This design comes from an exercise in tuning for small area, a short achievable clock period and few clock cycles per item on the open sky130 flow, not from production work. Function was checked by simulation only, so behaviour that the tests miss may differ from the original. Power figures rest on the tool's default switching activity, not on a simulated workload.

==> flow/design.v, too long to show whole: its modules and the start of the top module <==
// module multiplier: 1672 lines
// module mul_fa: 10 lines
// module mul_faf: 12 lines
// module mul_maj: 8 lines
// module mul_xor: 7 lines
module multiplier #(
    parameter WIDTH = 32
)(
    input  logic                   clk,
    input  logic                   rst_n,
    input  logic                   start,
    input  logic [WIDTH-1:0]       a,
    input  logic [WIDTH-1:0]       b,
    output logic [2*WIDTH-1:0]     result,
    output logic                   done
);
  // ...
==> flow/flow/run.sh <==
#!/bin/bash
# The standard layout (the standard.sh, unchanged synthesis), except that
# the input and output ports are buffered with sky130_fd_sc_hd__buf_2 cells
# instead of the delay cells that buffer_ports picks by default.
set -o pipefail
export BUFFER_PORTS_ARGS="-buffer_cell sky130_fd_sc_hd__buf_2"
bash standard.sh > standard.log 2>&1
==> flow/standard.sh <==
#!/bin/bash
# synth_recipe.tcl (not shown) runs the flow's synth.tcl, then flattens the netlist and writes it again
# the make line also repeats each setting of config.mk as NAME=value (left out here)
make -C /OpenROAD-flow-scripts/flow DESIGN_CONFIG=/design/flow/config.mk WORK_HOME=/design/flow/orfs CLKGATE_MAP_FILE= SYNTH_SCRIPT=/design/flow/synth_recipe.tcl "${@:-finish}"
==> flow/config.mk <==
export PLATFORM = sky130hd
export DESIGN_NAME = multiplier
export DESIGN_NICKNAME = multiplier
export VERILOG_FILES = /design/flow/design.v
export SDC_FILE = /design/flow/constraint.sdc
export NUM_CORES = 4
export LEC_CHECK = 0
export ABC_AREA = 1
export CAP_MARGIN = 20
export CORE_MARGIN = 2
export CORE_UTILIZATION = 40
export GPL_ROUTABILITY_DRIVEN = 0
export SLEW_MARGIN = 20
export SYNTH_HIERARCHICAL = 1
export SYNTH_MINIMUM_KEEP_SIZE = 0
==> flow/constraint.sdc <==
create_clock -name core_clock -period 5.0 [get_ports {clk}]
set_input_delay 1.0000 -clock core_clock [delete_from_list [all_inputs] [get_ports {clk}]]
set_output_delay 1.0000 -clock core_clock [all_outputs]
set_load 0.01 [all_outputs]
==> reports/qor.txt, run 1 <==
Max-slew headroom: 42.5%
hold-fix buffers at CTS: 0
crit path launch: r37_1
sw power: 0.0115 W
share of cells above drive strength 1: 13.3%
die footprint: 70400 sq um
sequential fraction of total cell area: 13.7%
main combinational cell family by area after synthesis: adder cells
clock-pin slew of the registers on the worst-case setup and hold paths: 0.07 ns
register area: 4200 sq um
crit path kind: reg -> out
Starting Density: 40.5%
Final Critical Period: 4.91 ns
worst-path fanout max: 4
Leak: 13.8 nW
commonest non-fill, non-tap cells in the layout: xor2_1, o22ai_1, fa_1
DR WL/cell: 23.9 microns
cts repair resizes: 13
Critical Path Start Type: flop
Setup violations, final: 0
outcome: finished clean
peak supply drop: 0.740 mV
Mapped Area: 27300 sq um
most frequent CP cell: nand2_4
clock-cell share of area: 1.92%
Routed WL: 90.6 mm
pin count of the biggest net entering global routing: 81
post-synthesis cell type count: 34
RSZ-0062 raised after global routing: yes
HP Class: in -> async
combinational fraction of design power: 80.9%
final hold slack: 0.260 ns
Cell Rows: 95
Tot GR Track Use: 26.2%
fraction of area in multi-input gates: 68.5%
synth cell count leaders: xor2_1, o22ai_1, fa_1
die height: 265 microns
worst path required time: 4.00 ns
htree depth: 4
via density per instance: 5.94
Testbench counts, summed over its fixed seeds: cycles 1,280, items 1,280.
==> inputs of run 2 (changes only) <==
--- a/flow/config.mk
+++ b/flow/config.mk
@@ -10,5 +10,4 @@
 export CORE_MARGIN = 2
 export CORE_UTILIZATION = 40
-export GPL_ROUTABILITY_DRIVEN = 0
 export SLEW_MARGIN = 20
 export SYNTH_HIERARCHICAL = 1
==> run 2 against run 1 <==
Against the previous run: still clean; sequential share of layout area barely moved; worst setup slack gained 0.099 ns; non-clock buffer count is 6 higher; critical path depth unchanged; fmax up 2.1%; largest power group unchanged; highest routed layer unchanged.
==> reports/qor.txt, run 2 <==
worst path required time: 4.00 ns (about the same)
count of input and output buffers: 131 (unchanged)
proportion of synthesized area in mux cells: 0% (unchanged)
final setup margin: 0.191 ns (was 0.0920 ns)
Primary FF master, synth: edfxtp_1 (unchanged)
final hold slack: 0.277 ns (was 0.260 ns)
vias in the first global route: 22900 (was 23600)
commonest non-fill, non-tap cell in the layout: xor2_1 (unchanged)
Leak: 13.8 nW (about the same)
slowest stage cell, crit path: fa_1 (unchanged)
hold-fix buffers at CTS: 0 (unchanged)
cell family with most CP delay: adder cells (was simple AND/OR/NAND/NOR gates)
leading post-synthesis cells by cell area: fa_1, xor2_1, edfxtp_1 (unchanged)
via density per instance: 5.82 (was 5.94)
CTS max path bufs: 2 (unchanged)
number of flops mapped to enable cells by yosys: 139 (unchanged)
Mapped Avg Cell Area: 9.52 sq um (unchanged)
die footprint: 70400 sq um (unchanged)
Synth Area in XOR/XNOR: 16.5% (unchanged)
global-route wire length before repair: 138 mm (was 140 mm)
worst-path fanout max: 5 (was 4)
most frequent cell after synthesis: xor2_1 (unchanged)
Mapped Area: 27300 sq um (unchanged)
crit path kind: reg -> out (unchanged)
htree depth: 4 (unchanged)
Post-Synth Adder-Cell Area: 39.6% (unchanged)
share of Yosys cell area claimed by the top area cell type: 34.6% (unchanged)
Post-Syn Nets: 3515 (unchanged)
DR WL/cell: 23.4 microns (was 23.9 microns)
Synth-to-Final Area Change: 12.8% (was 12.7%)
pin count of the biggest net entering global routing: 74 (was 81)
final period utilization: 96.2% (was 98.2%)
Max Fclk: 0.208 GHz (was 0.204 GHz)
crit path cell chain: fa_1 -> fa_1 -> ha_4 -> nand2_4 -> nor2_4 -> nand4_1 -> nor3_2 -> nand2_4 -> nand2_8 -> nand2_4 -> nand2_8 -> nand2_4 -> nand2_4 -> nand2_4 -> a21oi_2 -> inv_1 -> nand2_1 -> nand2_1 -> buf_2 (was fa_1 -> fa_1 -> ha_4 -> nand2_2 -> nor2_2 -> nand4_1 -> nor3_2 -> nand2_4 -> nand2_8 -> nand2_4 -> nand2_4 -> nand2_4 -> nand2_4 -> nand2_4 -> a21oi_2 -> inv_1 -> nand2_1 -> nand2_1 -> buf_2)
peak supply drop: 0.916 mV (was 0.740 mV)
Final Power: 0.0232 W (about the same)
Cell Rows: 95 (unchanged)
Tot GR Track Use: 25.8% (was 26.2%)
Die Width: 265 microns (unchanged)
clock sinks: 140 (unchanged)
CTS buffer count: 17 (unchanged)
max incr delay on CP: 0.57 ns (was 0.56 ns)
DR vias: 22100 (was 22500)
Pwr Density: 754 nW/um^2 (about the same)
pre-CTS setup slack: 0.0306 ns (was 0.0539 ns)
Synth Area in Compound Gates: 13.4% (unchanged)
share of cells above drive strength 1: 13.6% (was 13.3%)
Final Wtd Congestion: 0.970
root buf cell: clkbuf_16 (unchanged)
main combinational cell family by area after synthesis: adder cells (unchanged)
Initial DRC Count: 2152 (was 2542)
Starting Density: 40.5% (unchanged)
sequential share of the synthesized area: 15.4% (unchanged)
Routed WL: 89.0 mm (was 90.6 mm)
final-report hold violation count: 0 (unchanged)
die height: 265 microns (unchanged)
outcome: finished clean (unchanged)
antenna cells: 0 (was 2)
Final Net Count: 3563 (was 3557)
IO Pins: 132 (unchanged)
CTS tree: yes (unchanged)
Setup TNS: 0 ns (unchanged)
Worst-Margin Slew: 0.748 ns (was 0.862 ns)
fraction of registers with async set or reset after synthesis: 0.714% (unchanged)
DRC: 0 (unchanged)
Design Area, Final: 30800 sq um (about the same)
RSZ-0062 raised after global routing: yes (unchanged)
Crit. End Element: primary output (unchanged)
post-synthesis cell type count: 34 (unchanged)
DP Wirelength: 66.3 mm (was 65.9 mm)
Critical Path AT: 3.81 ns (was 3.91 ns)
Slew Limit Fails: 0 (unchanged)
Seq cells post-synth: 140 (unchanged)
Core Box Area: 67400 sq um (unchanged)
commonest non-fill, non-tap cells in the layout: xor2_1, o22ai_1, fa_1 (unchanged)
most frequent CP cell: nand2_4 (unchanged)
Synth Area in Simple Gates: 6.97% (unchanged)
Bufs and invs on worst path: 2 (unchanged)
Critical Path Start Type: flop (unchanged)
grt ovf: 0 (unchanged)
maxcap violations: 0 (unchanged)
Final Critical Period: 4.81 ns (was 4.91 ns)
Synth area leader: fa_1 (unchanged)
synth cell count leaders: xor2_1, o22ai_1, fa_1 (unchanged)
antenna violations before repair: 3 (was 5)
Setup violations, final: 0 (unchanged)
Final ANT Viol Nets: 0 (unchanged)
cell count after synthesis: 2868 (unchanged)
clock-pin slew of the registers on the worst-case setup and hold paths: 0.07 ns (about the same)
Area after DPL: 30000 sq um (was 29900 sq um)
Max-slew headroom: 50.2% (was 42.5%)
DRT Pass-1 Iters: 6 (was 11)
HP Class: in -> async (unchanged)
Yosys Warn Count: 7 (unchanged)
## run 2: cell counts after synthesis
No cell type changed its count.
## run 2: what timing repair did
| item | in CTS | in global routing |
|---|---|---|
| pin swaps | 5 | 22 |
| buffers inserted | 2 | 5 |
| gates resized for setup | 13 | 28 |
| endpoints found under the hold margin | 0 | 0 |
| setup endpoints to repair | 17 | 10 |
## run 2: layout make-up
type,instances,area (sq um)
inverters,325,1220
multi-input cells,2141,21100
well taps,873,1090
fillers,6278,36600
repair buffers,291,2610
flip-flops and latches,140,4200
clock inverters,15,128
clock buffers,17,425
## run 2: metrics by stage
step,cells,util [%]
finish,3802,45.7
global route,3802,45.7
floorplan,2868,-
global placement,3763,44.5
detailed placement,3763,44.5
CTS,3797,45.4
## run 2: path summary, 6_finish.rpt
check / startpoint / to / slack [ns] / cells past startpoint
worst max-delay path: r37_1 / result[63] / 0.19 / 19
worst min-delay path: rst_n / done / 0.28 / 1
max in group asynchronous: rst_n / done / 4.64 / 1
min in group core_clock: start / r54_0 / 0.99 / 1
## run 2: kinds of logic after synthesis
kind of cell	count (synthesis)
AO/OA/AOI/OAI	583
AND/OR/NAND/NOR	465
buffers and inverters	587
flip-flops	140
adder cells (fa/ha/maj)	580
XOR/XNOR	513
## run 2: where the power goes
group	switching, W	internal (W)
sequential	0.000252	0.00283
combinational	0.0108	0.00810
clock	0.000604	0.000649
total	0.0116	0.0116
## run 2: layer usage
layer  part of all wire [%]  track usage (%)
met3                    9.0             6.03
met4                    3.8             9.79
met5                  0.037                0
met2                     47             41.7
met1                     40             33.5
## run 2: modules after synthesis (local to each module, per instance)
module / cell area, sq um / flip-flops and latches
mul_fa: 20.0 / 0
mul_xor: 18.8 / 0
multiplier: 16700 / 140

-- re-timing with driven ports --
The flow's constraints put no driver on any port. The routed layouts listed below were extracted and timed again, unchanged, in two steps. Step 1 sets driving cells, clkbuf_16 on the clock port and buf_2 on the other inputs (assumed; they add their load-dependent delay and slew). Step 2, shift: input delay + t, output delay - t, t = (earliest + latest rising clock arrival at the registers) / 2. This alone moves slack from input paths to output paths. a / b / c = ideal / step 1 / step 2; a / b = the first two.
run | t, ns | slack for setup (ns) | worst hold slack (ns) | worst setup path at the end
run 1 | 0.561 | 0.092 / 0.029 / -0.009 | 0.260 / 0.223 / 0.784 | input to register
run 2 | 0.542 | 0.191 / 0.130 / -0.066 | 0.277 / 0.243 / 0.785 | input to register
Met with ideal ports but missed after step 2: setup timing in run 1 and run 2. The setup slack of run 2, which loses most, moves by -0.061 ns with the drivers and by -0.257 ns with both steps.
